This design comes from an exercise in tuning for small area on the open sky130 flow, not from production work.
The RTL was checked by simulation tests, not by an equivalence proof against the original design.
The flow treats the clock pin as an ideal source, which a real chip does not have.
Power figures rest on the tool's default switching activity, not on a simulated workload.

**flow/run.sh**
```bash
#!/bin/bash
# The standard ORFS layout (standard.sh), with three changes:
#  - ABC maps the logic with an area-oriented script (flow/area.abc); the rest of
#    the standard synthesis, and so every register, is unchanged;
#  - the port buffers are the smallest buffer cell (buf_1);
#  - the clock tree uses clkbuf_8 at the root and clkbuf_4 at the leaves, with
#    no dummy loads; after CTS, flow/clkfix.tcl sizes each leaf buffer to the
#    smallest clkbuf whose estimated slew at the flip-flops is under 115 ps.
set -euo pipefail
W=$PWD
{
  echo "proc abc {args} {"
  echo "  foreach opt {-script -constr -D} {"
  echo "    set i [lsearch -exact \$args \$opt]"
  echo "    if {\$i >= 0} { set args [lreplace \$args \$i [expr {\$i + 1}]] }"
  echo "  }"
  echo "  yosys abc -script $W/flow/area.abc {*}\$args"
  echo "}"
  cat "$W/synth_recipe.tcl"
} > "$W/flow_synth.tcl"
BUF="-buffer_cell sky130_fd_sc_hd__buf_1"
CTS="-sink_clustering_enable -repair_clock_nets -dont_use_dummy_load -buf_list sky130_fd_sc_hd__clkbuf_4 -root_buf sky130_fd_sc_hd__clkbuf_8"
export BUFFER_PORTS_ARGS="$BUF" CTS_ARGS="$CTS"
ARGS=("SYNTH_SCRIPT=$W/flow_synth.tcl" "BUFFER_PORTS_ARGS=$BUF" "CTS_ARGS=$CTS")
bash standard.sh "${ARGS[@]}" cts > "$W/flow_to_cts.log" 2>&1
RES="$W/orfs/results/$FLOW_PLATFORM/spiCommMaster/base" CLK_SLEW_TARGET=0.115 \
  openroad -no_init -exit "$W/flow/clkfix.tcl" > "$W/clkfix.log" 2>&1
bash standard.sh "${ARGS[@]}" finish > "$W/flow.log" 2>&1
```
**flow/area.abc**
```
strash
ifraig
scorr
dc2
strash
dch -f
amap
```
**flow/clkfix.tcl**
```tcl
# Size each clock-tree buffer that drives flip-flops to the smallest clkbuf
# whose estimated output slew is under the target, then re-legalize.
set lib $::env(FLOW_HOME)/platforms/sky130hd/lib/sky130_fd_sc_hd__tt_025C_1v80.lib
set R $::env(RES)
read_liberty $lib
read_db $R/4_cts.odb
read_sdc $R/4_cts.sdc
source $::env(FLOW_HOME)/platforms/sky130hd/setRC.tcl
set_propagated_clock [all_clocks]
estimate_parasitics -placement
set target $::env(CLK_SLEW_TARGET)
proc outslew {inst} {
  set out [get_pins -of_objects $inst -filter "direction == output"]
  return [get_property $out slew_max_rise]
}
foreach inst [get_cells -filter "ref_name =~ sky130_fd_sc_hd__clkbuf_*"] {
  set out [get_pins -of_objects $inst -filter "direction == output"]
  set loads [get_pins -of_objects [get_nets -of_objects $out] -filter "direction == input"]
  set ff 0
  foreach l $loads { if {[get_property $l is_clock]} { incr ff } }
  if {$ff == 0} { continue }
  set name [get_full_name $inst]
  set orig [get_property $inst ref_name]
  set s0 [outslew $inst]
  foreach size {1 2 4 8 16} {
    replace_cell $inst sky130_fd_sc_hd__clkbuf_$size
    estimate_parasitics -placement
    set s [outslew $inst]
    if {$s <= $target} { break }
  }
  puts "clkfix: $name $orig -> sky130_fd_sc_hd__clkbuf_$size fanout $ff slew [format %.1f [expr $s * 1e3]] ps (was [format %.1f [expr $s0 * 1e3]])"
}
# second pass: the later changes move the earlier estimates a little
foreach inst [get_cells -filter "ref_name =~ sky130_fd_sc_hd__clkbuf_*"] {
  set out [get_pins -of_objects $inst -filter "direction == output"]
  set ff 0
  foreach l [get_pins -of_objects [get_nets -of_objects $out] -filter "direction == input"] {
    if {[get_property $l is_clock]} { incr ff }
  }
  if {$ff == 0} { continue }
  regexp {clkbuf_([0-9]+)$} [get_property $inst ref_name] -> size
  while {[outslew $inst] > $target && $size < 16} {
    set size [expr {$size * 2}]
    replace_cell $inst sky130_fd_sc_hd__clkbuf_$size
    estimate_parasitics -placement
    puts "clkfix: second pass [get_full_name $inst] -> sky130_fd_sc_hd__clkbuf_$size"
  }
}
detailed_placement
check_placement -verbose
estimate_parasitics -placement
write_db $R/4_cts.odb
```
**standard.sh**
```bash
#!/bin/bash
# synth_recipe.tcl (not shown) runs the flow's synth.tcl, then flattens the netlist and writes it again
# the make line also repeats each setting of config.mk as NAME=value (left out here)
make -C /OpenROAD-flow-scripts/flow DESIGN_CONFIG=/design/flow/config.mk WORK_HOME=/design/flow/orfs CLKGATE_MAP_FILE= SYNTH_SCRIPT=/design/flow/synth_recipe.tcl "${@:-finish}"
```
**config.mk**
```make
export PLATFORM = sky130hd
export DESIGN_NAME = spiCommMaster
export DESIGN_NICKNAME = spiCommMaster
export VERILOG_FILES = /design/flow/design.v
export SDC_FILE = /design/flow/constraint.sdc
export NUM_CORES = 4
export LEC_CHECK = 0
export ABC_AREA = 1
export CAP_MARGIN = 20
export CORE_MARGIN = 2
export CORE_UTILIZATION = 60
export SLEW_MARGIN = 20
```
**constraint.sdc**
```tcl
create_clock -name core_clock -period 10.0 [get_ports {cpuClock}]
set_input_delay 2.0000 -clock core_clock [delete_from_list [all_inputs] [get_ports {cpuClock}]]
set_output_delay 2.0000 -clock core_clock [all_outputs]
set_load 0.01 [all_outputs]
```
**design.v**
```verilog
`timescale 1ns / 1ps
module spiCommMaster(
    input cpuClock,
    input enable,
    input reset,
    input spiClockEn,
    input spiClockBS,
    output errorInterrupt,
    output [3:0] errorType,
    output [3:0] errorState,
    input cmdTransmitBit,
    input [5:0] cmdIndex,
    input [31:0] cmdArgument,
    input [1:0] readMode,
    output [39:0] readResponse,
    input commStart,
    output commFinish,
    input SD_MISO,
    input SD_CD,
    input SD_WP,
    output SD_SCLK,
    output SD_MOSI,
    output SD_CS
);
localparam ST_IDLE  = 3'b000;
localparam ST_GEN   = 3'b001;   
localparam ST_SEND  = 3'b010;   
localparam ST_READ  = 3'b101;   
localparam ST_INPUT = 3'b011;   
localparam ST_COOL  = 3'b110;   
localparam ST_FIN   = 3'b100;
localparam ST_ERR   = 3'b111;
reg [2:0] st;
wire isErr  = (st == ST_ERR);
wire isRead = (st == ST_READ);
wire rdAct  = (st == ST_INPUT) | isErr;      
wire wcAct  = (st == ST_SEND) | (st == ST_COOL);
assign errorInterrupt = isErr;
assign errorType  = {2'b00, isErr, 1'b0};
assign errorState = {isErr, 3'b000};
assign commFinish = (st == ST_FIN);
reg [8:0] div;
wire divWrap = (div[7:0] == 8'h80);
wire spiRise = ~div[8] & divWrap;
wire spiFall =  div[8] & divWrap;
reg [3:0] bsCnt;
reg       bsStop;
reg [1:0] bsBuf;
wire byteSync = spiClockBS ? ~bsCnt[3] : 1'b1;
wire spiGate  = spiClockEn & enable & byteSync;
wire gFall    = spiFall & spiGate;
wire gRise    = spiRise & spiGate;
assign SD_SCLK = spiClockEn ? (byteSync & div[8]) : 1'b1;
reg [1:0] toHi;
wire [8:0] to = {toHi, crc};
wire [8:0] toInit = {1'b0, readMode[1], 2'b00, readMode[1] | ~readMode[0],
                     readMode[1] | readMode[0], 2'b00, 1'b1};
wire toI = (to == 9'h193);
reg [6:0]  crc;
reg [5:0]  idx;
wire wcOv = (idx == 6'd15);
reg        run;         
reg        sDone;       
reg [1:0]  rDone;       
reg [38:0] sh;          
reg [38:0] resp;
reg        cs;
reg        fresh;       
assign readResponse = {1'b0, resp};
assign SD_CS = cs;
wire [1:0] sel = {readMode[1] | readMode[0], readMode[1] | ~readMode[0]};
wire rFin = (rDone == sel);
wire [5:0] rLoad = readMode[1] ? 6'd25 : readMode[0] ? 6'd49 : 6'd57;
wire [47:0] cmd = {1'b0, cmdTransmitBit, cmdIndex, cmdArgument, 8'b0};
wire [63:0] cmdU;       
genvar gi;
generate
    for (gi = 0; gi < 64; gi = gi + 1) begin : g_cmd
        if (gi >= 17 && gi <= 56) assign cmdU[gi] = cmd[64 - gi];
        else                      assign cmdU[gi] = 1'b0;
    end
endgenerate
wire crcPh = (&idx[5:3]) & (|idx[2:0]);       
wire sBit  = crcPh ? crc[6] : cmdU[idx];
wire sRun  = isRead & run & (|idx);
assign SD_MOSI = sRun ? sBit : 1'b1;
wire crcIn  = (idx == 6'd56) ? 1'b0 : sBit;   
wire crcInv = crcIn ^ crc[6];
always @(posedge cpuClock) begin
    if (reset) div <= 0;
    else       div <= {div[8] ^ divWrap, div[6:0],
                       div[7] ^ div[5] ^ div[4] ^ div[3] ^ (div[6:0] == 7'd0)};
end
always @(posedge cpuClock) begin
    if (reset) begin
        bsStop <= 1'b1;
        bsBuf  <= 2'b00;
        bsCnt  <= 4'd0;
    end else begin
        if (spiFall) begin
            if ({bsBuf, spiClockBS} == 3'b001)      bsStop <= 1'b0;
            else if ({bsBuf, spiClockBS} == 3'b010) bsStop <= 1'b1;
            bsBuf <= {bsBuf[0], spiClockBS};
        end
        if (spiRise) begin
            if (bsStop | bsCnt[3]) bsCnt <= 4'd0;
            else                   bsCnt <= bsCnt + 1'b1;
        end
    end
end
wire sLoad = gFall & isRead & ~run & ~sDone;     
wire sStep = gFall & sRun;                       
wire rAct  = gRise & rdAct & ~rFin;              
always @(posedge cpuClock) begin
    if (reset)                       idx <= 6'd0;
    else if (sLoad)                  idx <= 6'd17;
    else if (rAct & ~run)            idx <= rLoad;
    else if (spiRise & ~wcAct & ~run) idx <= 6'd0;
    else idx <= idx + (sStep | (rAct & run) | (spiRise & wcAct));
end
always @(posedge cpuClock) begin
    if (isRead & sDone)       {toHi, crc} <= toInit;
    else if (rdAct) begin
        if (spiRise)          {toHi, crc} <= {to[7:0], to[8] ^ to[4]};
    end else if (sLoad)       crc <= 7'd0;
    else if (sStep)           crc <= {crc[5:3], crc[2] ^ crcInv, crc[1:0], crcInv};
end
always @(posedge cpuClock) begin
    if (~rdAct | (gRise & ~rFin & (run | ~SD_MISO)))
        sh <= {sh[37:0], rdAct & SD_MISO};
end
always @(posedge cpuClock) begin
    if (reset) begin
        run   <= 1'b0;
        sDone <= 1'b0;
        rDone <= 2'd0;
        fresh <= 1'b0;
    end else begin
        fresh <= (st == ST_INPUT) & (fresh | (gRise & ~rFin & run & (&idx)));
        if (gFall) begin
            if (isRead) begin
                if (~run & ~sDone)             run <= 1'b1;
                else if (run & ~(|idx)) begin  run <= 1'b0; sDone <= 1'b1; end
            end else begin
                sDone <= 1'b0;
            end
        end
        if (gRise) begin
            if (rdAct & ~rFin) begin
                if (~run) begin
                    rDone <= 2'd0;
                    if (~SD_MISO) run <= 1'b1;
                end else if (&idx) begin
                    run   <= 1'b0;
                    rDone <= sel;
                end
            end else if (~rdAct) begin
                rDone <= 2'd0;
            end
        end
    end
end
always @(posedge cpuClock) begin
    if (reset) begin
        st   <= ST_IDLE;
        cs   <= 1'b1;
        resp <= 39'd0;
    end else begin
        case (st)
            ST_IDLE:  if (commStart) st <= ST_GEN;
            ST_GEN:   if (~wcOv) st <= ST_SEND;
            ST_SEND:  if (wcOv) begin
                          cs <= 1'b0;
                          st <= ST_READ;
                      end else cs <= ~idx[3];
            ST_READ:  if (sDone) st <= ST_INPUT;
            ST_INPUT: if (toI) st <= ST_ERR;
                      else if (rFin) begin
                          if (fresh) resp <= sh;
                          st <= ST_COOL;
                      end
            ST_COOL:  if (wcOv) begin
                          cs <= 1'b1;
                          st <= ST_FIN;
                      end else cs <= idx[3];
            ST_FIN:   if (~commStart) st <= ST_IDLE;
            default:  ;
        endcase
    end
end
endmodule
```
==> impl_metrics.csv, run 1 <==
group,metric,value,unit
setup_path,required,8.00,ns
setup_path,rr_startpoint,"st[0]",
clock_tree,clkTransAtPathRegs,0.10,ns
sta,rsz0062_at_grt,"false",
clock_tree,cts_resized,0,
yosys,syn_inst,431,
setup_path,path_cells,"buf_1 > a22o_1 > a222oi_1 > clkinv_1 > a221oi_1 > or3_1 > o2111ai_1 > or2_0 > buf_1",
drt,ant_nets,0,
setup_path,crit_fanout,2,
yosys,synth_edf_count,42,
run,maxCapViolCount,0,
pwr,p_leak,0.00186,uW
drt,vias,3779,
sta,fmax,178,MHz
clock_tree,cts.sinks,118,
sta,tns,0,ns
clock_tree,postCtsSetupBuffers,0,
setup_path,r2r_end,"resp[5]",
final_layout,nets,599,
setup_path,reg2reg_setup_slack,6.10,ns
setup_path,startpoint_type,"input pin",
setup_path,cp_num_buf_inv,3,
yosys,synthTopCellsByArea,"dfxtp_1 (32%), edfxtp_1 (27%), o221a_1 (10%)",
die,rows,32,
worst_hold_path,whs_endpoint,"div[6]",
sta,maxSlewHeadroom,0.325,
worst_hold_path,min_from,"div[5]",
pwr,peakVddDrop,0.000112,V
clock_tree,clockBufferDepth,2,
grt,grtUsageTotal,0.248,
yosys,yosys-top-cells-count,"dfxtp_1 (76), nor2_1 (53), clkinv_1 (47)",
yosys,avgSynthCellArea,10.9,sq um
setup_path,worst_ep_arrival_time,3.62,ns
yosys,synth_area,4700,sq um
yosys,synth_top_area_frac,0.324,
clock_tree,cts.htree.levels,4,
grt,grt_pass1_wl,16800,um
drt,vias_per_cell,5.87,
final_layout,antennaDiodeCount,0,
final_layout,drive_gt1_frac,0.0443,
yosys,synth_seq_cells,118,
die,initial_core_util,0.614,
sta,skew,0.0529,ns
drt,first_iter_violations,190,
clock_tree,tritoncts,"done",
setup_path,crit_type,"input pin to output pin",
die,ios,103,
grt,first_global_vias,3651,
sta,worst_pin_slew,1.01,ns
place,port_buffers,93,
final_layout,post-route-cell-area,5320,sq um
drt,wl_per_cell,15.5,um
sta,slew_violations,0,
setup_path,crit_start,"cmdArgument[31]",
pwr,power_density,199,nW/um^2
setup_path,cp_common_cell,"buf_1",
drt,drt-total-wl,10000,um
die,coreArea,7650,sq um
die,die_h,92.5,um
drt,firstDrtPassIters,5,
yosys,synth_cell_types,36,
setup_path,max_stage_delay,0.29,ns
sta,fin_crit,5.62,ns
setup_path,cpMaxStageDelayCell,"a221oi_1",
place,placed_cell_area,5180,sq um
yosys,synth_ff_type,"dfxtp_1",
setup_path,worstSetupEndpointType,"output pin",
worst_hold_path,hold_depth,2,
sta,period_share,0.562,
yosys,seq_area_frac_synth,0.592,
clock_tree,cts_buffers,17,
place,dpl.hpwl,6870,um
clock_tree,cts_hold_buf,0,
worst_hold_path,hold_path_class,"flop to flop",
yosys,synth_most_common_cell,"dfxtp_1",
sta,setup_viol,0,
place,routabilityCongestion,0.895,
die,die_width,92.5,um
clock_tree,cts_root_buffer,"clkbuf_8",
die,die_area,8550,sq um
setup_path,r2r_cells,10,
yosys,synth.largest_area_cell,"dfxtp_1",
grt,grt-ovfl-total,0,
setup_path,critical-path-top-delay-family,"compound AO/OA/AOI/OAI gates",
final_layout,area_delta_synth_final,13.2,%
yosys,synthArstFlopShare,0,
clock_tree,clock_latency,0.40,ns
sta,hold_violations,0,
yosys,ys.warnings.count,1,
grt,antenna_found_initial,0,
drt,post-route-drc-count,0,
grt,grt_max_degree,41,
outcome,status,"timing/DRC/antenna clean",
[worst max-delay path by stage]
stage,end,slack [ns],depth (start not counted)
global route,SD_MOSI,4.28,9
CTS,SD_MOSI,4.43,9
floorplan,resp[0],3.11,6
finish,SD_MOSI,4.38,9
global placement,SD_MOSI,4.43,9
detailed placement,SD_MOSI,4.44,9
[report_power, final]
part | switching [uW] | total [uW] | internal (uW)
Sequential | 58.1 | 693 | 635
Clock | 138 | 214 | 75.8
Combinational | 101 | 150 | 49.7
[through the flow]
step                      setup slack [ns]   util  hold slack (ns)  instances  total power, uW
after CTS                             4.43  0.695            0.404        644             1070
after detailed placement              4.44  0.678            0.420        627              852
final                                 4.38  0.695            0.407        644             1060
after floorplan                       3.11      -            0.400        437              791
after global routing                  4.28  0.695            0.412        644             1120
after global placement                4.43  0.676            0.418        626              842
[metal layers]
metal | global-route usage | up-vias | share of wire
met1 | 0.318 | 1787 | 0.45
met3 | 0.0545 | 13 | 0.052
li1 | - | 1858 | -
met4 | 0.0920 | 0 | 0.010
met5 | 0 | - | 0
met2 | 0.414 | 121 | 0.49
[state kept, by name (all words and copies together) (netlist names), 2 cells and up]
signal,cells
rDone,2
bsBuf,2
idx,6
crc,7
resp,39
toHi,2
sh,39
st,3
bsCnt,4
div,9
[area by class of cell]
class | count | area, sq um
repair buffers | 97 | 387
inverters | 47 | 176
clock buffers | 17 | 125
multi-input cells | 263 | 1720
well taps | 102 | 128
fillers | 636 | 2330
flip-flops and latches | 118 | 2780
[cell usage in the layout (no fill, tap or decap), drive strengths merged, types with 2 or more instances in the layout]
cell     count
buf         97
dfxtp       76
nor2        53
clkinv      47
o221a       42
edfxtp      42
nand2       25
a21oi       22
o21ai       17
clkbuf      17
nor3        13
nand3        9
a221oi       8
o221ai       7
o22ai        7
nor2b        7
conb         7
or2          5
ha           5
a31oi        4
nor4         4
a22o         3
a22oi        3
a211oi       3
o32ai        3
or4          2
a222oi       2
a2111oi      2
o32a         2
[cells by family (layout without fill, tap and decap cells)]
family / count (synthesis) / count (layout) / share of synthesized area
flops: 118 / 118 / 0.592
xor+xnor: 1 / 1 / 0.00186
fa+ha+maj: 5 / 5 / 0.0133
buf+inv: 56 / 161 / 0.0519
compound gates: 130 / 130 / 0.227
other cells: 1 / 7 / 0.000798
simple gates: 120 / 120 / 0.113
[worst min-delay path, stage by stage, from the launching register on]
cell and delay (ns):
dfxtp_1 0.31, clkinv_1 0.06, nor2_1 0.04
==> run 2: changes to the inputs <==
--- a/flow/run.sh
+++ b/flow/run.sh
@@ -22,5 +22,5 @@
 CTS="-sink_clustering_enable -repair_clock_nets -dont_use_dummy_load -buf_list sky130_fd_sc_hd__clkbuf_4 -root_buf sky130_fd_sc_hd__clkbuf_8"
 export BUFFER_PORTS_ARGS="$BUF" CTS_ARGS="$CTS"
-ARGS=("SYNTH_SCRIPT=$W/flow_synth.tcl" "BUFFER_PORTS_ARGS=$BUF" "CTS_ARGS=$CTS")
+ARGS=("SKIP_REPAIR_TIE_FANOUT=1" "SYNTH_SCRIPT=$W/flow_synth.tcl" "BUFFER_PORTS_ARGS=$BUF" "CTS_ARGS=$CTS")
 bash standard.sh "${ARGS[@]}" cts > "$W/flow_to_cts.log" 2>&1
 RES="$W/orfs/results/$FLOW_PLATFORM/spiCommMaster/base" CLK_SLEW_TARGET=0.115 \
--- a/config.mk
+++ b/config.mk
@@ -7,6 +7,6 @@
 export LEC_CHECK = 0
 export ABC_AREA = 1
-export CAP_MARGIN = 20
+export CAP_MARGIN = 10
 export CORE_MARGIN = 2
 export CORE_UTILIZATION = 60
-export SLEW_MARGIN = 20
+export SLEW_MARGIN = 10
==> impl_metrics.csv, run 2 <==
group,metric,value,unit
setup_path,cpMaxStageDelayCell,"a221oi_1",
place,routabilityCongestion,0.925,
drt,wl_per_cell,15.4,um
final_layout,nets,593,
setup_path,max_stage_delay,0.29,ns
sta,slew_violations,0,
outcome,status,"timing/DRC/antenna clean",
clock_tree,clockBufferDepth,2,
setup_path,rr_startpoint,"div[5]",
sta,hold_violations,0,
run,maxCapViolCount,0,
clock_tree,clkTransAtPathRegs,0.10,ns
final_layout,largestRegisters,"resp: 39 flops, sh: 39 flops, div: 9 flops",
sta,tns,0,ns
drt,first_iter_violations,305,
final_layout,fillers,634,
setup_path,path_cells,"buf_1 > a22o_1 > a222oi_1 > clkinv_1 > a221oi_1 > or3_1 > o2111ai_1 > or2_0 > buf_1",
setup_path,cp_common_cell,"buf_1",
place,placed_cell_area,5150,sq um
grt,antenna_found_initial,0,
yosys,synth_seq_cells,118,
yosys,synth_ff_type,"dfxtp_1",
place,dpl.hpwl,6690,um
setup_path,required,8.00,ns
setup_path,startpoint_type,"input pin",
setup_path,reg2reg_setup_slack,6.45,ns
die,die_width,92.5,um
drt,firstDrtPassIters,4,
yosys,synthTopCellsByArea,"dfxtp_1 (32%), edfxtp_1 (27%), o221a_1 (10%)",
die,initial_core_util,0.614,
yosys,synth_edf_count,42,
die,die_h,92.5,um
sta,setup_viol,0,
drt,vias_per_cell,5.92,
setup_path,crit_fanout,2,
clock_tree,postCtsSetupBuffers,0,
worst_hold_path,hold_path_class,"flop to flop",
drt,ant_nets,0,
sta,worst_pin_slew,1.15,ns
grt,grt_pass1_wl,16500,um
setup_path,cp_num_buf_inv,3,
place,port_buffers,93,
final_layout,drive_gt1_frac,0.0429,
yosys,syn_inst,431,
pwr,p_leak,0.00183,uW
pwr,power,1040,uW
clock_tree,cts_hold_buf,0,
setup_path,r2r_cells,14,
yosys,synth.largest_area_cell,"dfxtp_1",
sta,rsz0062_at_grt,"false",
worst_hold_path,whs_endpoint,"sh[30]",
yosys,yosys-top-cells-count,"dfxtp_1 (76), nor2_1 (53), clkinv_1 (47)",
die,ios,103,
grt,grtUsageTotal,0.244,
final_layout,layout_commonest_cell,"buf_1",
final_layout,antennaDiodeCount,0,
sta,period_share,0.558,
grt,grt_max_degree,48,
clock_tree,cts.sinks,118,
grt,first_global_vias,3555,
worst_hold_path,hold_depth,0,
final_layout,ff_latch_area,2780,sq um
clock_tree,clock_latency,0.38,ns
yosys,synth_most_common_cell,"dfxtp_1",
setup_path,crit_type,"input pin to output pin",
drt,drt-total-wl,9830,um
final_layout,area_delta_synth_final,12.2,%
setup_path,r2r_end,"crc[2]",
die,coreArea,7650,sq um
sta,fmax,179,MHz
clock_tree,cts_resized,0,
die,rows,32,
final_layout,post-route-cell-area,5270,sq um
sta,fin_crit,5.58,ns
drt,post-route-drc-count,0,
yosys,ys.warnings.count,1,
sta,skew,0.0541,ns
clock_tree,cts_root_buffer,"clkbuf_8",
yosys,synth_cell_types,36,
yosys,synth_area,4700,sq um
pwr,peakVddDrop,0.0000933,V
worst_hold_path,min_from,"sh[29]",
pwr,power_density,198,nW/um^2
setup_path,worstSetupEndpointType,"output pin",
final_layout,final_cell_mix,"buf_1 (93), dfxtp_1 (76), nor2_1 (53)",
setup_path,critical-path-top-delay-family,"compound AO/OA/AOI/OAI gates",
yosys,synth_top_area_frac,0.324,
clock_tree,cts_buffers,17,
yosys,avgSynthCellArea,10.9,sq um
sta,maxSlewHeadroom,0.233,
setup_path,worst_ep_arrival_time,3.58,ns
grt,grt-ovfl-total,0,
final_layout,multi_input_area,1690,sq um
die,die_area,8550,sq um
yosys,synthArstFlopShare,0,
drt,vias,3779,
yosys,seq_area_frac_synth,0.592,
clock_tree,tritoncts,"done",
final_layout,post-route-util,0.689,
clock_tree,cts.htree.levels,4,
[run 2: cell counts after synthesis]
No cell type changed its count.
[run 2: cell type report]
cell class | instances | area share
Sequential cell | 118 | 0.528
Multi-Input combinational cell | 257 | 0.320
Timing Repair Buffer | 97 | 0.0719
Inverter | 47 | 0.0335
Tap cell | 102 | 0.0242
Clock buffer | 17 | 0.0221
[run 2: report_power, final]
| group | switching (uW) | total [uW] | internal [uW] |
|---|---|---|---|
| combinational | 99.0 | 148 | 49.1 |
| clock | 134 | 203 | 69.6 |
| sequential | 56.9 | 692 | 635 |
| total | 289 | 1040 | 753 |
[run 2: worst max path at each step]
stage	start	to	cells past startpoint
after detailed placement	cmdArgument[31]	SD_MOSI	9
final	cmdArgument[31]	SD_MOSI	9
after floorplan	readMode[0]	resp[0]	6
after global routing	cmdArgument[20]	SD_MOSI	9
after global placement	cmdArgument[31]	SD_MOSI	9
after CTS	cmdArgument[31]	SD_MOSI	9
[run 2: metal layers]
metal | part of all wire | routed length [um] | GRT usage
met5 | 0 | 0 | 0
met3 | 0.061 | 595 | 0.0618
met4 | 0.011 | 108 | 0.0647
met1 | 0.45 | 4380 | 0.330
met2 | 0.48 | 4750 | 0.394
[run 2: logic make-up (layout without fill, tap and decap cells)]
group	Yosys count	in the layout	share of synthesized area
adders and majority gates	5	5	0.0133
other	1	1	0.000798
buffers and inverters	56	161	0.0519
xor gates and xnor gates	1	1	0.00186
and+or+nand+nor	120	120	0.113
AOI/OAI and AO/OA	130	130	0.227
DFF	118	118	0.592
[run 2: through the flow]
step / setup WS, ns / cells / hold slack, ns
3_5_place_dp: 4.45 / 621 / 0.414
5_1_grt: 4.20 / 638 / 0.448
3_3_place_gp: 4.42 / 621 / 0.414
4_1_cts: 4.44 / 638 / 0.419
6_report: 4.42 / 638 / 0.425
2_1_floorplan: 3.11 / 431 / 0.400
[run 2: worst reg2reg max path, stage by stage, from the launching register on]
cell and delay [ns]:
dfxtp_1 0.33, clkinv_1 0.08, nand2_1 0.09, nor3_1 0.05, nand4_1 0.12, nor2_1 0.08, ha_1 0.19, clkinv_1 0.10
or2_0 0.29, nor3_1 0.10, nand2_1 0.22, clkinv_1 0.24, o32ai_1 1.02, clkinv_1 0.24, o221a_1 0.27
==> run 3: changes to the inputs <==
--- a/design.v
+++ b/design.v
@@ -60,5 +60,5 @@
 reg [5:0]  idx;
 wire wcOv = (idx == 6'd15);
-reg        run;         
+wire run  = idx[5] | idx[4];    
 reg        sDone;       
 reg [1:0]  rDone;       
@@ -66,5 +66,5 @@
 reg [38:0] resp;
 reg        cs;
-reg        fresh;       
+wire afterRise = (div == 9'h100);
 assign readResponse = {1'b0, resp};
 assign SD_CS = cs;
@@ -77,13 +77,13 @@
 generate
     for (gi = 0; gi < 64; gi = gi + 1) begin : g_cmd
-        if (gi >= 17 && gi <= 56) assign cmdU[gi] = cmd[64 - gi];
+        if (gi >= 16 && gi <= 55) assign cmdU[gi] = cmd[63 - gi];
         else                      assign cmdU[gi] = 1'b0;
     end
 endgenerate
-wire crcPh = (&idx[5:3]) & (|idx[2:0]);       
+wire crcPh = &idx[5:3];                       
 wire sBit  = crcPh ? crc[6] : cmdU[idx];
-wire sRun  = isRead & run & (|idx);
+wire sRun  = isRead & run & ~(&idx);
 assign SD_MOSI = sRun ? sBit : 1'b1;
-wire crcIn  = (idx == 6'd56) ? 1'b0 : sBit;   
+wire crcIn  = (idx == 6'd55) ? 1'b0 : sBit;   
 wire crcInv = crcIn ^ crc[6];
 always @(posedge cpuClock) begin
@@ -109,13 +109,14 @@
     end
 end
-wire sLoad = gFall & isRead & ~run & ~sDone;     
+wire sAct  = gFall & isRead & ~sDone;            
+wire sLoad = sAct & ~run;                        
 wire sStep = gFall & sRun;                       
 wire rAct  = gRise & rdAct & ~rFin;              
 always @(posedge cpuClock) begin
-    if (reset)                       idx <= 6'd0;
-    else if (sLoad)                  idx <= 6'd17;
-    else if (rAct & ~run)            idx <= rLoad;
-    else if (spiRise & ~wcAct & ~run) idx <= 6'd0;
-    else idx <= idx + (sStep | (rAct & run) | (spiRise & wcAct));
+    if (reset)                          idx <= 6'd0;
+    else if (sLoad)                     idx <= 6'd16;
+    else if (rAct & ~run & ~SD_MISO)    idx <= rLoad;
+    else if (spiRise & ~wcAct & ~run)   idx <= 6'd0;
+    else idx <= idx + (((sAct | rAct) & run) | (spiRise & wcAct));
 end
 always @(posedge cpuClock) begin
@@ -127,19 +128,15 @@
 end
 always @(posedge cpuClock) begin
-    if (~rdAct | (gRise & ~rFin & (run | ~SD_MISO)))
+    if (~rdAct | (rAct & (run | ~SD_MISO)))
         sh <= {sh[37:0], rdAct & SD_MISO};
 end
 always @(posedge cpuClock) begin
     if (reset) begin
-        run   <= 1'b0;
         sDone <= 1'b0;
         rDone <= 2'd0;
-        fresh <= 1'b0;
     end else begin
-        fresh <= (st == ST_INPUT) & (fresh | (gRise & ~rFin & run & (&idx)));
         if (gFall) begin
             if (isRead) begin
-                if (~run & ~sDone)             run <= 1'b1;
-                else if (run & ~(|idx)) begin  run <= 1'b0; sDone <= 1'b1; end
+                if (&idx) sDone <= 1'b1;
             end else begin
                 sDone <= 1'b0;
@@ -148,11 +145,6 @@
         if (gRise) begin
             if (rdAct & ~rFin) begin
-                if (~run) begin
-                    rDone <= 2'd0;
-                    if (~SD_MISO) run <= 1'b1;
-                end else if (&idx) begin
-                    run   <= 1'b0;
-                    rDone <= sel;
-                end
+                if (~run)       rDone <= 2'd0;
+                else if (&idx)  rDone <= sel;
             end else if (~rdAct) begin
                 rDone <= 2'd0;
@@ -177,5 +169,5 @@
             ST_INPUT: if (toI) st <= ST_ERR;
                       else if (rFin) begin
-                          if (fresh) resp <= sh;
+                          if (afterRise) resp <= sh;
                           st <= ST_COOL;
                       end
--- a/config.mk
+++ b/config.mk
@@ -10,3 +10,4 @@
 export CORE_MARGIN = 2
 export CORE_UTILIZATION = 60
+export GPL_TIMING_DRIVEN = 0
 export SLEW_MARGIN = 10
==> impl_metrics.csv, run 3 <==
group,metric,value,unit
grt,grt_pass1_wl,16400,um
setup_path,crit_start,"cmdIndex[5]",
sta,fin_crit,5.74,ns
place,dpl.hpwl,6800,um
final_layout,layout_commonest_cell,"buf_1",
place,preCtsSetupSlack,4.26,ns
clock_tree,cts_hold_buf,0,
setup_path,r2r_cells,13,
yosys,synth_area,4620,sq um
clock_tree,tritoncts,"done",
final_layout,ff_latch_area,2740,sq um
sta,tns,0,ns
die,initial_core_util,0.608,
pwr,peakVddDrop,0.000104,V
pwr,power_density,198,nW/um^2
setup_path,startpoint_type,"input pin",
clock_tree,cts.htree.levels,4,
place,port_buffers,93,
yosys,synth_edf_count,42,
grt,grt_max_degree,43,
clock_tree,cts_buffers,17,
drt,drt-total-wl,9830,um
yosys,synth.largest_area_cell,"dfxtp_1",
final_layout,post-route-cell-area,5320,sq um
grt,grt-ovfl-total,0,
run,maxCapViolCount,0,
pwr,swShare,0.282,
setup_path,critical_path.endpoint,"SD_MOSI",
yosys,synth_most_common_cell,"dfxtp_1",
clock_tree,postCtsSetupBuffers,0,
sta,slew_violations,0,
yosys,synthArstFlopShare,0,
sta,timing.final.ws_setup,4.26,ns
final_layout,nets,599,
sta,finalHoldWorstSlack,0.409,ns
sta,rsz0062_at_grt,"false",
clock_tree,cts_resized,0,
drt,post-route-drc-count,0,
final_layout,multi_input_area,1640,sq um
yosys,synth_ff_type,"dfxtp_1",
yosys,synthTopCellsByArea,"dfxtp_1 (32%), edfxtp_1 (27%), o221a_1 (10%)",
final_layout,antennaDiodeCount,0,
yosys,avgSynthCellArea,10.9,sq um
drt,ant_nets,0,
yosys,syn_inst,424,
pwr,p_sw,298,uW
drt,firstDrtPassIters,5,
sta,worst_pin_slew,1.12,ns
final_layout,area_delta_synth_final,15.1,%
final_layout,fillers,628,
die,die_area,8420,sq um
pwr,p_int,757,uW
place,placed_cell_area,5170,sq um
clock_tree,cts.sinks,116,
clock_tree,cts_root_buffer,"clkbuf_8",
grt,grtUsageTotal,0.245,
pwr,clkPwrFrac,0.202,
place,routabilityCongestion,0.901,
pwr,sequentialPowerShare,0.648,
final_layout,final_cell_mix,"buf_1 (93), dfxtp_1 (74), clkinv_1 (48), nor2_1 (48)",
drt,wl_per_cell,15.3,um
yosys,yosys-top-cells-count,"dfxtp_1 (74), clkinv_1 (49), nor2_1 (48)",
setup_path,reg2reg_setup_slack,6.27,ns
die,die_h,91.8,um
clock_tree,clockBufferDepth,2,
die,rows,32,
setup_path,rr_startpoint,"div[3]",
setup_path,worst_ep_arrival_time,3.74,ns
yosys,synth_seq_cells,116,
setup_path,worstSetupEndpointType,"output pin",
sta,period_share,0.574,
sta,maxSlewHeadroom,0.249,
drt,first_iter_violations,184,
setup_path,crit_type,"input pin to output pin",
yosys,ys.warnings.count,1,
final_layout,largestRegisters,"resp: 39 flops, sh: 39 flops, div: 9 flops",
sta,skew,0.0495,ns
grt,antenna_found_initial,0,
die,coreArea,7610,sq um
setup_path,required,8.00,ns
setup_path,crit_fanout,2,
sta,hold_violations,0,
outcome,status,"timing/DRC/antenna clean",
pwr,p_leak,0.00192,uW
worst_hold_path,hold_path_class,"flop to flop",
yosys,synth_top_area_frac,0.321,
final_layout,drive_gt1_frac,0.0683,
sta,fmax,174,MHz
die,ios,103,
drt,vias_per_cell,5.87,
sta,setup_viol,0,
pwr,power,1050,uW
pwr,comb_power_share,0.149,
clock_tree,clkTransAtPathRegs,0.10,ns
die,die_width,91.8,um
yosys,seq_area_frac_synth,0.593,
yosys,synth_cell_types,39,
grt,first_global_vias,3547,
setup_path,r2r_end,"sh[14]",
drt,vias,3782,
clock_tree,clock_latency,0.40,ns
-- run 3: worst min-delay path by stage --
stage          startpoint     end  slack [ns]  cells past startpoint
6_report           div[2]  div[3]        0.41                      2
5_1_grt            div[2]  div[3]        0.44                      2
3_5_place_dp       div[6]  div[7]        0.42                      2
3_3_place_gp       div[6]  div[7]        0.42                      2
2_1_floorplan      div[2]  div[3]        0.40                      2
4_1_cts            div[2]  div[3]        0.41                      2
-- run 3: power by group through the flow --
stage / registers (uW) / logic, uW / clock network (uW)
6_report: 684 / 158 / 213
5_1_grt: 697 / 180 / 241
4_1_cts: 683 / 157 / 230
3_5_place_dp: 691 / 155 / 0
3_3_place_gp: 695 / 143 / 0
2_1_floorplan: 675 / 109 / 0
-- run 3: through the flow --
stage          utilization  std cells
2_1_floorplan            -        424
3_3_place_gp         0.670        619
3_5_place_dp         0.680        626
4_1_cts              0.697        643
5_1_grt              0.700        644
6_report             0.700        644
-- run 3: area by class of cell --
type,instances,area share
Clock buffer,17,0.0230
Tap cell,102,0.0240
Inverter,49,0.0346
Sequential cell,116,0.515
Multi-Input combinational cell,250,0.308
Buffer,9,0.0127
Timing Repair Buffer,101,0.0823
-- run 3: logic make-up (layout without fill, tap and decap cells) --
kind of cell / after synthesis / in the layout / synth area share
AOI/OAI and AO/OA: 128 / 128 / 0.228
DFF: 116 / 116 / 0.593
and+or+nand+nor: 115 / 115 / 0.108
buffers and inverters: 58 / 176 / 0.0544
adders and majority gates: 5 / 5 / 0.0135
other: 1 / 1 / 0.000811
xor gates and xnor gates: 1 / 1 / 0.00190
-- run 3: routing by layer --
metal / global-route usage / part of all wire / vias to the layer above
met5: 0 / 0 / -
met4: 0.0933 / 0.016 / 0
met3: 0.0707 / 0.060 / 17
met2: 0.377 / 0.47 / 130
met1: 0.332 / 0.45 / 1788
li1: - / - / 1847
-- run 3: worst max-delay path: stages --
cell and delay, ns:
buf_1 0.07, a221oi_1 0.25, a31oi_1 0.06, or4_1 0.43, a31oi_1 0.18, a31oi_1 0.08
a31o_1 0.21, or3_1 0.32, buf_1 0.14
==> run 4: changes to the inputs <==
--- a/config.mk
+++ b/config.mk
@@ -9,5 +9,4 @@
 export CAP_MARGIN = 10
 export CORE_MARGIN = 2
-export CORE_UTILIZATION = 60
-export GPL_TIMING_DRIVEN = 0
+export CORE_UTILIZATION = 70
 export SLEW_MARGIN = 10
==> impl_metrics.csv, run 4 <==
group,metric,value,unit
yosys,synthTopCellsByArea,"dfxtp_1 (32%), edfxtp_1 (27%), o221a_1 (10%)",
clock_tree,cts.htree.levels,4,
final_layout,largestRegisters,"resp: 39 flops, sh: 39 flops, div: 9 flops",
sta,skew,0.0532,ns
sta,hold_violations,0,
yosys,synth_area,4620,sq um
sta,slew_violations,0,
yosys,yosys-top-cells-count,"dfxtp_1 (74), clkinv_1 (49), nor2_1 (48)",
sta,setup_viol,0,
yosys,synth.largest_area_cell,"dfxtp_1",
yosys,ys.warnings.count,1,
yosys,syn_inst,424,
setup_path,reg2reg_setup_slack,5.81,ns
clock_tree,cts_buffers,17,
clock_tree,clock_latency,0.40,ns
die,die_area,7270,sq um
drt,vias,3820,
drt,wl_per_cell,16.7,um
yosys,seq_area_frac_synth,0.593,
drt,vias_per_cell,6.30,
drt,ant_nets,0,
clock_tree,cts_resized,0,
clock_tree,cts_root_buffer,"clkbuf_8",
drt,firstDrtPassIters,5,
sta,fin_crit,5.75,ns
final_layout,area_delta_synth_final,11.6,%
pwr,p_leak,0.00183,uW
sta,tns,0,ns
yosys,avgSynthCellArea,10.9,sq um
yosys,synth_ff_type,"dfxtp_1",
clock_tree,tritoncts,"done",
pwr,peakVddDrop,0.000176,V
worst_hold_path,hold_path_class,"flop to flop",
setup_path,worstSetupEndpointType,"output pin",
sta,worst_pin_slew,1.13,ns
setup_path,worst_ep_arrival_time,3.75,ns
grt,first_global_vias,3481,
setup_path,r2r_cells,9,
run,maxCapViolCount,0,
die,die_width,85.3,um
drt,drt-total-wl,10100,um
setup_path,critical_path.endpoint,"SD_MOSI",
place,routabilityCongestion,0.966,
yosys,synthArstFlopShare,0,
final_layout,layout_commonest_cell,"buf_1",
clock_tree,clkTransAtPathRegs,0.09,ns
die,initial_core_util,0.728,
clock_tree,cts_hold_buf,0,
setup_path,r2r_end,"resp[18]",
die,coreArea,6350,sq um
setup_path,required,8.00,ns
setup_path,crit_start,"cmdIndex[5]",
yosys,synth_edf_count,42,
final_layout,drive_gt1_frac,0.0435,
final_layout,nets,586,
grt,grt-ovfl-total,0,
grt,grtUsageTotal,0.287,
setup_path,rr_startpoint,"st[0]",
final_layout,fillers,426,
yosys,synth_cell_types,39,
setup_path,startpoint_type,"input pin",
sta,finalHoldWorstSlack,0.430,ns
place,port_buffers,93,
sta,period_share,0.575,
final_layout,final_cell_mix,"buf_1 (93), dfxtp_1 (74), clkinv_1 (49)",
outcome,status,"timing/DRC/antenna clean",
grt,grt_max_degree,41,
die,rows,29,
setup_path,crit_type,"input pin to output pin",
place,dpl.hpwl,6920,um
die,die_h,85.3,um
setup_path,crit_fanout,2,
pwr,power_density,204,nW/um^2
yosys,synth_seq_cells,116,
grt,antenna_found_initial,0,
yosys,synth_top_area_frac,0.321,
sta,maxSlewHeadroom,0.243,
sta,fmax,174,MHz
clock_tree,postCtsSetupBuffers,0,
drt,post-route-drc-count,0,
yosys,synth_most_common_cell,"dfxtp_1",
final_layout,antennaDiodeCount,0,
die,ios,103,
clock_tree,cts.sinks,116,
drt,first_iter_violations,225,
grt,grt_pass1_wl,16300,um
sta,rsz0062_at_grt,"false",
clock_tree,clockBufferDepth,2,
==> run 4: cell counts after synthesis <==
Identical to the previous run, type by type.
==> run 4: final cells by class <==
class                   count  area, sq um  area share
multi-input cells         250         1640       0.318
clock buffers              17          119      0.0230
flip-flops and latches    116         2740       0.532
inverters                  49          184      0.0356
well taps                  77         96.3      0.0187
repair buffers             97          379      0.0735
==> run 4: cells by family after synthesis <==
family,Yosys count,share of synthesized area
AOI/OAI and AO/OA,128,0.228
and+or+nand+nor,115,0.108
adders and majority gates,5,0.0135
other,1,0.000811
xor gates and xnor gates,1,0.00190
buffers and inverters,58,0.0544
DFF,116,0.593
==> run 4: routing by layer <==
metal  global-route usage  part of all wire
met2                0.442              0.48
met4                0.146             0.024
met1                0.381              0.43
met3               0.0700             0.068
met5                    0                 0
==> run 4: worst max-delay path: stages <==
cell      delay, ns
buf_1          0.07
a221oi_1       0.25
a31oi_1        0.07
or4_1          0.43
a31oi_1        0.18
a31oi_1        0.07
a31o_1         0.21
or3_1          0.33
buf_1          0.14
==> run 4: worst min-delay path by stage <==
stage,startpoint,endpoint,slack (ns),cells after the start
2_1_floorplan,div[2],div[3],0.40,2
3_3_place_gp,div[6],div[7],0.41,2
3_5_place_dp,div[6],div[7],0.42,2
4_1_cts,div[6],div[7],0.42,2
5_1_grt,sh[6],sh[7],0.44,0
6_report,div[6],div[7],0.43,2
==> run 4: report_power, final <==
part | switching (uW) | internal, uW
Combinational | 101 | 50.3
Sequential | 62.9 | 627
Clock | 139 | 71.6
==> run 4: per-stage QoR <==
step	util	power (uW)	instance area, sq um	setup slack [ns]	cells
after floorplan	-	784	4620	1.85	424
after global placement	0.794	831	5040	4.27	589
after detailed placement	0.794	845	5040	4.25	589
after CTS	0.815	1060	5170	4.25	606
after global routing	0.813	1100	5160	4.06	606
final	0.813	1050	5160	4.25	606
==> run 5: changes to the inputs <==
==> flow/area.abc (replaced) <==
strash
ifraig
scorr
dc2
balance
rewrite
refactor
balance
rewrite
rewrite -z
balance
refactor -z
rewrite -z
balance
dch -f
amap -F 3 -A 8
strash
dch -f
amap -F 3 -A 8
==> impl_metrics.csv, run 5 <==
group,metric,value,unit
clock_tree,clkTransAtPathRegs,0.10,ns
clock_tree,cts_hold_buf,0,
grt,antenna_found_initial,0,
drt,post-route-drc-count,0,
setup_path,crit_fanout,2,
sta,maxSlewHeadroom,0.243,
clock_tree,cts_root_buffer,"clkbuf_8",
sta,skew,0.0450,ns
final_layout,nets,593,
final_layout,final_cell_mix,"buf_1 (92), nor2_1 (80), dfxtp_1 (74)",
pwr,peakVddDrop,0.000143,V
yosys,synth_area,4470,sq um
clock_tree,cts_resized,0,
setup_path,cp_common_cell,"buf_1",
setup_path,path_cells,"buf_1 > a222oi_1 > a32oi_1 > nor2_1 > nor4_1 > a41oi_1 > o21ai_0 > or3_1 > buf_1",
final_layout,area_delta_synth_final,12.0,%
run,maxCapViolCount,0,
sta,hold_violations,0,
yosys,synthTopCellsByArea,"dfxtp_1 (33%), edfxtp_1 (28%), o22ai_1 (7.3%)",
clock_tree,tritoncts,"done",
yosys,synth_edf_count,42,
sta,slew_violations,0,
final_layout,fillers,436,
final_layout,largestRegisters,"resp: 39 flops, sh: 39 flops, div: 9 flops",
grt,grt_max_degree,65,
pwr,p_leak,0.00173,uW
setup_path,cp_num_buf_inv,2,
clock_tree,cts.sinks,116,
setup_path,crit_type,"input pin to output pin",
yosys,synth.largest_area_cell,"dfxtp_1",
final_layout,layout.cells.non_filler,613,
die,initial_core_util,0.713,
outcome,status,"timing/DRC/antenna clean",
yosys,syn_inst,432,
setup_path,max_stage_delay,0.35,ns
setup_path,cpMaxStageDelayCell,"a222oi_1",
clock_tree,clock_latency,0.40,ns
grt,grtUsageTotal,0.280,
sta,fin_crit,5.49,ns
setup_path,required,8.00,ns
clock_tree,postCtsSetupBuffers,0,
die,rows,29,
die,die_area,7050,sq um
drt,ant_nets,0,
grt,first_global_vias,3457,
drt,firstDrtPassIters,5,
yosys,synth_seq_cells,116,
setup_path,startpoint_type,"input pin",
die,die_h,83.9,um
worst_hold_path,hold_path_class,"flop to flop",
setup_path,worstSetupEndpointType,"output pin",
pwr,power_density,191,nW/um^2
yosys,yosys-top-cells-count,"nor2_1 (80), dfxtp_1 (74), o22ai_1 (52)",
sta,period_share,0.549,
sta,fmax,182,MHz
sta,worst_pin_slew,1.12,ns
yosys,synth_most_common_cell,"nor2_1",
sta,rsz0062_at_grt,"false",
final_layout,antennaDiodeCount,0,
yosys,avgSynthCellArea,10.4,sq um
clock_tree,cts.htree.levels,4,
final_layout,layout_commonest_cell,"buf_1",
die,coreArea,6280,sq um
yosys,synthArstFlopShare,0,
yosys,seq_area_frac_synth,0.613,
yosys,synth_cell_types,36,
die,ios,103,
yosys,ys.warnings.count,1,
place,port_buffers,93,
place,routabilityCongestion,0.894,
drt,drt-total-wl,9570,um
drt,wl_per_cell,15.6,um
drt,first_iter_violations,357,
yosys,synth_top_area_frac,0.331,
setup_path,worst_ep_arrival_time,3.49,ns
place,dpl.hpwl,6510,um
clock_tree,clockBufferDepth,2,
grt,grt-ovfl-total,0,
drt,vias_per_cell,6.11,
grt,grt_pass1_wl,15800,um
die,die_width,83.9,um
yosys,synth_ff_type,"dfxtp_1",
final_layout,drive_gt1_frac,0.0429,
drt,vias,3748,
sta,tns,0,ns
place,place_inst,596,
sta,setup_viol,0,
clock_tree,cts_buffers,17,
setup_path,critical-path-top-delay-family,"compound AO/OA/AOI/OAI gates",
-- run 5: cell count changes after synthesis, sizes merged, moves of 3 or more --
cell,delta
o22ai,+46
o221a,-40
o221ai,+3
a31oi,-3
nand3,-4
nand4,+3
a22o,-6
a32oi,+3
nand2,-21
a21oi,-8
a22oi,+8
clkinv,-6
nor2,+32
-- run 5: per-stage QoR --
stage | area (sq um) | setup slack, ns | hold slack [ns] | util | total power [uW]
6_report | 5010 | 4.51 | 0.415 | 0.798 | 959
5_1_grt | 5010 | 4.29 | 0.426 | 0.798 | 996
4_1_cts | 5020 | 4.50 | 0.409 | 0.800 | 968
3_5_place_dp | 4890 | 4.51 | 0.424 | 0.778 | 750
3_3_place_gp | 4890 | 4.51 | 0.409 | 0.778 | 745
2_1_floorplan | 4470 | 2.12 | 0.401 | - | 708
-- run 5: power by group --
| part | switching [uW] | internal [uW] | total [uW] |
|---|---|---|---|
| Sequential | 51.6 | 608 | 660 |
| Combinational | 54.9 | 30.1 | 85.1 |
| Clock | 139 | 75.8 | 214 |
| Total | 245 | 714 | 959 |
-- run 5: path summary, 6_finish.rpt --
check,from,endpoint,slack (ns),cells after the start
max,cmdArgument[18],SD_MOSI,4.51,9
max reg2reg,div[5],crc[4],6.20,11
min reg2reg,div[1],div[2],0.41,2
min,div[1],div[2],0.41,2
-- run 5: cells by family after synthesis --
group                    after synthesis  synth area share
AO/OA/AOI/OAI                        130             0.196
AND/OR/NAND/NOR                      127             0.123
adder cells (fa/ha/maj)                5            0.0140
buffers and inverters                 52            0.0512
XOR/XNOR                               1           0.00196
flip-flops                           116             0.613
other                                  1          0.000838
-- run 5: layout make-up --
type,instances,area (sq um),area share
flip-flops and latches,116,2740,0.547
well taps,77,96.3,0.0192
repair buffers,96,373,0.0744
multi-input cells,264,1510,0.302
inverters,43,161,0.0322
clock buffers,17,125,0.0250
-- run 5: per-layer routing --
layer	part of all wire	wire [um]	up-vias	global-route usage
met5	0	0	-	0
met4	0.015	148	0	0.0909
met3	0.068	651	18	0.0722
met2	0.49	4700	166	0.460
met1	0.43	4070	1729	0.366
li1	-	-	1835	-
-- run 5: worst register-to-register path, stage by stage, from the launching register on --
cell and delay, ns:
dfxtp_1 0.33, clkinv_1 0.07, nand4_1 0.07, or4_1 0.47
nor2_1 0.21, ha_1 0.25, clkinv_1 0.16, nor2_1 0.29
clkinv_1 0.13, o311ai_0 0.93, clkinv_1 0.38, nand2_1 0.22
==> run 6: changes to the inputs <==
--- a/config.mk
+++ b/config.mk
@@ -9,4 +9,4 @@
 export CAP_MARGIN = 10
 export CORE_MARGIN = 2
-export CORE_UTILIZATION = 70
+export CORE_UTILIZATION = 80
 export SLEW_MARGIN = 10
==> impl_metrics.csv, run 6 <==
group,metric,value,unit
grt,antenna_found_initial,0,
place,placed_cell_area,4880,sq um
sta,slew_violations,0,
yosys,synth_area,4470,sq um
sta,maxSlewHeadroom,0.270,
drt,vias_per_cell,6.83,
place,routabilityCongestion,0.908,
die,ios,103,
yosys,yosys-top-cells-count,"nor2_1 (80), dfxtp_1 (74), o22ai_1 (52)",
die,initial_core_util,0.822,
setup_path,worst_ep_arrival_time,3.54,ns
clock_tree,cts.sinks,116,
yosys,seq_area_frac_synth,0.613,
drt,drt-total-wl,12100,um
yosys,avgSynthCellArea,10.4,sq um
drt,post-route-drc-count,0,
clock_tree,clockBufferDepth,2,
drt,firstDrtPassIters,9,
grt,first_global_vias,3862,
setup_path,startpoint_type,"input pin",
yosys,synth_most_common_cell,"nor2_1",
clock_tree,postCtsSetupBuffers,0,
yosys,synth_top_area_frac,0.331,
die,coreArea,5440,sq um
setup_path,required,8.00,ns
final_layout,post-route-util,0.920,
clock_tree,tritoncts,"done",
clock_tree,clkTransAtPathRegs,0.11,ns
sta,rsz0062_at_grt,"false",
yosys,synthTopCellsByArea,"dfxtp_1 (33%), edfxtp_1 (28%), o22ai_1 (7.3%)",
drt,vias,4155,
final_layout,layout_commonest_cell,"buf_1",
sta,fmax,180,MHz
yosys,synth_edf_count,42,
place,dpl.hpwl,7580,um
sta,setup_viol,0,
sta,period_share,0.554,
yosys,synth_seq_cells,116,
drt,ant_nets,0,
final_layout,post-route-cell-area,5000,sq um
clock_tree,cts_buffers,17,
clock_tree,cts_root_buffer,"clkbuf_8",
die,rows,27,
drt,wl_per_cell,19.9,um
final_layout,area_delta_synth_final,11.8,%
final_layout,nets,593,
yosys,ys.warnings.count,1,
place,port_buffers,93,
clock_tree,cts_hold_buf,0,
outcome,status,"timing/DRC/antenna clean",
die,die_h,78.8,um
grt,grt_max_degree,65,
final_layout,antennaDiodeCount,0,
yosys,synth_ff_type,"dfxtp_1",
grt,grt_pass1_wl,18500,um
pwr,power_density,195,nW/um^2
final_layout,final_cell_mix,"buf_1 (92), nor2_1 (80), dfxtp_1 (74)",
yosys,synth.largest_area_cell,"dfxtp_1",
clock_tree,cts.htree.levels,4,
sta,worst_pin_slew,1.09,ns
clock_tree,cts_resized,0,
setup_path,worstSetupEndpointType,"output pin",
setup_path,crit_type,"input pin to output pin",
die,die_width,78.8,um
setup_path,crit_fanout,2,
pwr,p_leak,0.00173,uW
final_layout,fillers,227,
yosys,synthArstFlopShare,0,
yosys,synth_cell_types,36,
sta,fin_crit,5.54,ns
pwr,peakVddDrop,0.000143,V
worst_hold_path,hold_path_class,"flop to flop",
drt,first_iter_violations,465,
grt,grt-ovfl-total,0,
sta,skew,0.0397,ns
sta,tns,0,ns
final_layout,drive_gt1_frac,0.0429,
run,maxCapViolCount,0,
grt,grtUsageTotal,0.398,
clock_tree,clock_latency,0.40,ns
die,die_area,6210,sq um
sta,hold_violations,0,
final_layout,largestRegisters,"resp: 39 flops, sh: 39 flops, div: 9 flops",
yosys,syn_inst,432,
run 6: cell counts after synthesis:
Identical to the previous run, type by type.
run 6: final timing paths:
kind	depth (start not counted)	to	slack (ns)	from
setup / recovery	9	SD_MOSI	4.46	cmdArgument[18]
hold / removal	2	div[1]	0.44	div[0]
setup reg to reg	14	crc[5]	6.06	div[5]
hold reg to reg	2	div[1]	0.44	div[0]
run 6: routing by layer:
metal | up-vias | global-route usage | part of all wire
met5 | - | 0 | 0
met4 | 0 | 0.195 | 0.044
met3 | 74 | 0.110 | 0.095
met2 | 329 | 0.674 | 0.50
met1 | 1921 | 0.469 | 0.36
li1 | 1831 | - | -
run 6: logic make-up after synthesis:
| kind of cell | count (synthesis) | share of synthesized area |
|---|---|---|
| AOI/OAI and AO/OA | 130 | 0.196 |
| xor gates and xnor gates | 1 | 0.00196 |
| adders and majority gates | 5 | 0.0140 |
| buffers and inverters | 52 | 0.0512 |
| DFF | 116 | 0.613 |
| other | 1 | 0.000838 |
| and+or+nand+nor | 127 | 0.123 |
run 6: worst max-delay path, cell delays in order:
cell and delay (ns):
buf_1 0.07, a222oi_1 0.31, a32oi_1 0.16, nor2_1 0.13, nor4_1 0.05, a41oi_1 0.18
o21ai_0 0.15, or3_1 0.35, buf_1 0.14
run 6: report_power, final:
group	internal (uW)	total, uW	switching (uW)
Clock	73.8	218	144
Sequential	609	673	64.0
Combinational	30.2	86.2	56.0
Total	713	977	264
run 6: layout make-up:
| type | instances | area (sq um) | share of cell area |
|---|---|---|---|
| Sequential cell | 116 | 2740 | 0.548 |
| Multi-Input combinational cell | 264 | 1510 | 0.302 |
| Timing Repair Buffer | 96 | 373 | 0.0745 |
| Inverter | 43 | 161 | 0.0323 |
| Clock buffer | 17 | 123 | 0.0245 |
| Tap cell | 72 | 90.1 | 0.0180 |
run 6: per-stage QoR:
| step | std cells | power, uW | hold slack, ns | worst slack, ns |
|---|---|---|---|---|
| global placement | 591 | 744 | 0.408 | 4.56 |
| floorplan | 432 | 708 | 0.401 | 2.12 |
| CTS | 608 | 978 | 0.422 | 4.51 |
| detailed placement | 591 | 756 | 0.426 | 4.56 |
| finish | 608 | 977 | 0.442 | 4.46 |
| global route | 608 | 1010 | 0.451 | 4.29 |
==> run 7: changes to the inputs <==
==> flow/area.abc (replaced) <==
strash
ifraig
scorr
dc2
strash
dch -f
amap
--- a/config.mk
+++ b/config.mk
@@ -9,4 +9,4 @@
 export CAP_MARGIN = 10
 export CORE_MARGIN = 2
-export CORE_UTILIZATION = 80
+export CORE_UTILIZATION = 60
 export SLEW_MARGIN = 10
==> impl_metrics.csv, run 7 <==
group,metric,value,unit
grt,first_global_vias,3645,
sta,period_share,0.575,
yosys,yosys-top-cells-count,"dfxtp_1 (74), clkinv_1 (49), nor2_1 (48)",
final_layout,antennaDiodeCount,0,
clock_tree,cts.sinks,116,
clock_tree,cts.htree.levels,4,
yosys,synth_cell_types,39,
sta,fmax,174,MHz
setup_path,crit_fanout,2,
pwr,p_int,753,uW
yosys,synthArstFlopShare,0,
die,die_width,91.8,um
clock_tree,clkTransAtPathRegs,0.07,ns
die,die_h,91.8,um
sta,setup_viol,0,
yosys,avgSynthCellArea,10.9,sq um
drt,first_iter_violations,190,
place,dpl.hpwl,6600,um
setup_path,r2r_cells,12,
yosys,syn_inst,424,
die,coreArea,7610,sq um
outcome,status,"timing/DRC/antenna clean",
final_layout,multi_input_area,1640,sq um
yosys,synth_seq_cells,116,
grt,grtUsageTotal,0.246,
drt,vias,3703,
drt,drt-total-wl,9830,um
die,die_area,8420,sq um
sta,worst_pin_slew,1.10,ns
drt,vias_per_cell,5.86,
yosys,ys.warnings.count,1,
pwr,swShare,0.282,
grt,grt_max_degree,41,
grt,grt_pass1_wl,16500,um
grt,antenna_found_initial,0,
final_layout,fillers,626,
setup_path,reg2reg_setup_slack,6.37,ns
final_layout,post-route-cell-area,5200,sq um
sta,skew,0.0548,ns
pwr,peakVddDrop,0.000122,V
sta,tns,0,ns
pwr,clkPwrFrac,0.206,
grt,grt-ovfl-total,0,
clock_tree,cts_buffers,17,
sta,rsz0062_at_grt,"false",
setup_path,r2r_end,"crc[3]",
place,port_buffers,93,
pwr,p_leak,0.00184,uW
yosys,synth_area,4620,sq um
pwr,comb_power_share,0.141,
setup_path,rr_startpoint,"idx[0]",
final_layout,post-route-util,0.684,
setup_path,worst_ep_arrival_time,3.75,ns
place,preCtsSetupSlack,4.26,ns
drt,post-route-drc-count,0,
place,routabilityCongestion,0.860,
clock_tree,cts_hold_buf,0,
yosys,synth.largest_area_cell,"dfxtp_1",
clock_tree,tritoncts,"done",
yosys,synth_edf_count,42,
worst_hold_path,min_from,"div[3]",
final_layout,nets,587,
drt,wl_per_cell,15.6,um
setup_path,worstSetupEndpointType,"output pin",
worst_hold_path,hold_path_class,"flop to flop",
drt,ant_nets,0,
final_layout,layout_commonest_cell,"buf_1",
die,initial_core_util,0.608,
final_layout,drive_gt1_frac,0.0453,
yosys,synth_ff_type,"dfxtp_1",
setup_path,required,8.00,ns
clock_tree,clock_latency,0.40,ns
final_layout,largestRegisters,"resp: 39 flops, sh: 39 flops, div: 9 flops",
final_layout,area_delta_synth_final,12.6,%
pwr,p_sw,296,uW
final_layout,ff_latch_area,2740,sq um
drt,firstDrtPassIters,7,
run,maxCapViolCount,0,
yosys,seq_area_frac_synth,0.593,
sta,hold_violations,0,
worst_hold_path,whs_endpoint,"div[4]",
clock_tree,postCtsSetupBuffers,0,
worst_hold_path,hold_depth,2,
final_layout,final_cell_mix,"buf_1 (93), dfxtp_1 (74), clkinv_1 (49)",
pwr,power_density,202,nW/um^2
setup_path,startpoint_type,"input pin",
sta,timing.final.ws_setup,4.25,ns
yosys,synthTopCellsByArea,"dfxtp_1 (32%), edfxtp_1 (27%), o221a_1 (10%)",
yosys,synth_most_common_cell,"dfxtp_1",
clock_tree,cts_root_buffer,"clkbuf_8",
die,rows,32,
yosys,synth_top_area_frac,0.321,
sta,maxSlewHeadroom,0.264,
pwr,sequentialPowerShare,0.653,
sta,fin_crit,5.75,ns
sta,finalHoldWorstSlack,0.435,ns
clock_tree,cts_resized,0,
place,placed_cell_area,5080,sq um
setup_path,crit_type,"input pin to output pin",
sta,slew_violations,0,
clock_tree,clockBufferDepth,2,
die,ios,103,
-- run 7: per-stage QoR --
stage	total power [uW]	std cells
2_1_floorplan	784	424
3_3_place_gp	834	615
3_5_place_dp	839	615
4_1_cts	1060	632
5_1_grt	1110	632
6_report	1050	632
-- run 7: per-layer routing --
layer | vias up | global-route usage | wire length, um
met5 | - | 0 | 0
met4 | 0 | 0.0945 | 68
met3 | 8 | 0.0608 | 501
met2 | 105 | 0.395 | 4640
met1 | 1762 | 0.324 | 4620
li1 | 1828 | - | -
-- run 7: worst max path at each step --
stage                     start  endpoint  slack [ns]  cells after the start
floorplan           readMode[0]   resp[0]        1.85                      6
detailed placement  cmdIndex[5]   SD_MOSI        4.26                      9
global placement    cmdIndex[1]   SD_MOSI        4.29                      8
global route        cmdIndex[5]   SD_MOSI        4.16                      9
CTS                 cmdIndex[5]   SD_MOSI        4.24                      9
finish              cmdIndex[5]   SD_MOSI        4.25                      9
-- run 7: critical path: stages --
cell	delay, ns
buf_1	0.07
a221oi_1	0.28
a31oi_1	0.07
or4_1	0.42
a31oi_1	0.17
a31oi_1	0.07
a31o_1	0.21
or3_1	0.31
buf_1	0.13
-- run 7: power by group through the flow --
stage	Clock, uW	Combinational [uW]	Sequential [uW]
after floorplan	0	109	675
after global placement	0	144	691
after detailed placement	0	148	691
after CTS	231	148	685
after global routing	240	172	697
final	216	148	685
-- run 7: cell type report --
class | count | share of cell area
clock buffers | 17 | 0.0240
inverters | 49 | 0.0353
multi-input cells | 250 | 0.315
flip-flops and latches | 116 | 0.527
well taps | 102 | 0.0245
repair buffers | 98 | 0.0743
-- run 7: cell families after synthesis --
logic type / after synthesis / share of synthesized area
flops: 116 / 0.593
simple gates: 115 / 0.108
buf+inv: 58 / 0.0544
other cells: 1 / 0.000811
xor+xnor: 1 / 0.00190
fa+ha+maj: 5 / 0.0135
compound gates: 128 / 0.228

==> what the ideal ports hide <==
How much do the figures lean on ideal ports? The routed layouts below were timed once more, with nothing changed but the port constraints.
Step 1, drivers: a clkbuf_16 drives cpuClock and a buf_2 each remaining input, both assumed.
Step 2 times the ports against the registers' clock, not the clock port: input delays grow and output delays shrink by t, the midpoint of the rising clock arrivals with the driver on.
Slacks: ideal / step 1 / step 2; pairs: ideal / step 1.
run | shift t [ns] | slack for setup (ns) | cell pins on the clock port's net
run 1 | 0.411 | 4.382 / 4.360 / 4.360 | 1
run 2 | 0.388 | 4.420 / 4.399 / 4.399 | 1
run 3 | 0.406 | 4.265 / 4.244 / 4.244 | 1
run 4 | 0.406 | 4.246 / 4.227 / 4.227 | 1
run 5 | 0.406 | 4.507 / 4.487 / 4.487 | 1
run 6 | 0.410 | 4.458 / 4.435 / 4.435 | 1
run 7 | 0.406 | 4.252 / 4.231 / 4.231 | 1
After both steps setup and hold are still met in every run listed. The setup slack of run 6, which loses most, moves by -0.023 ns with the drivers and by -0.023 ns with both steps.
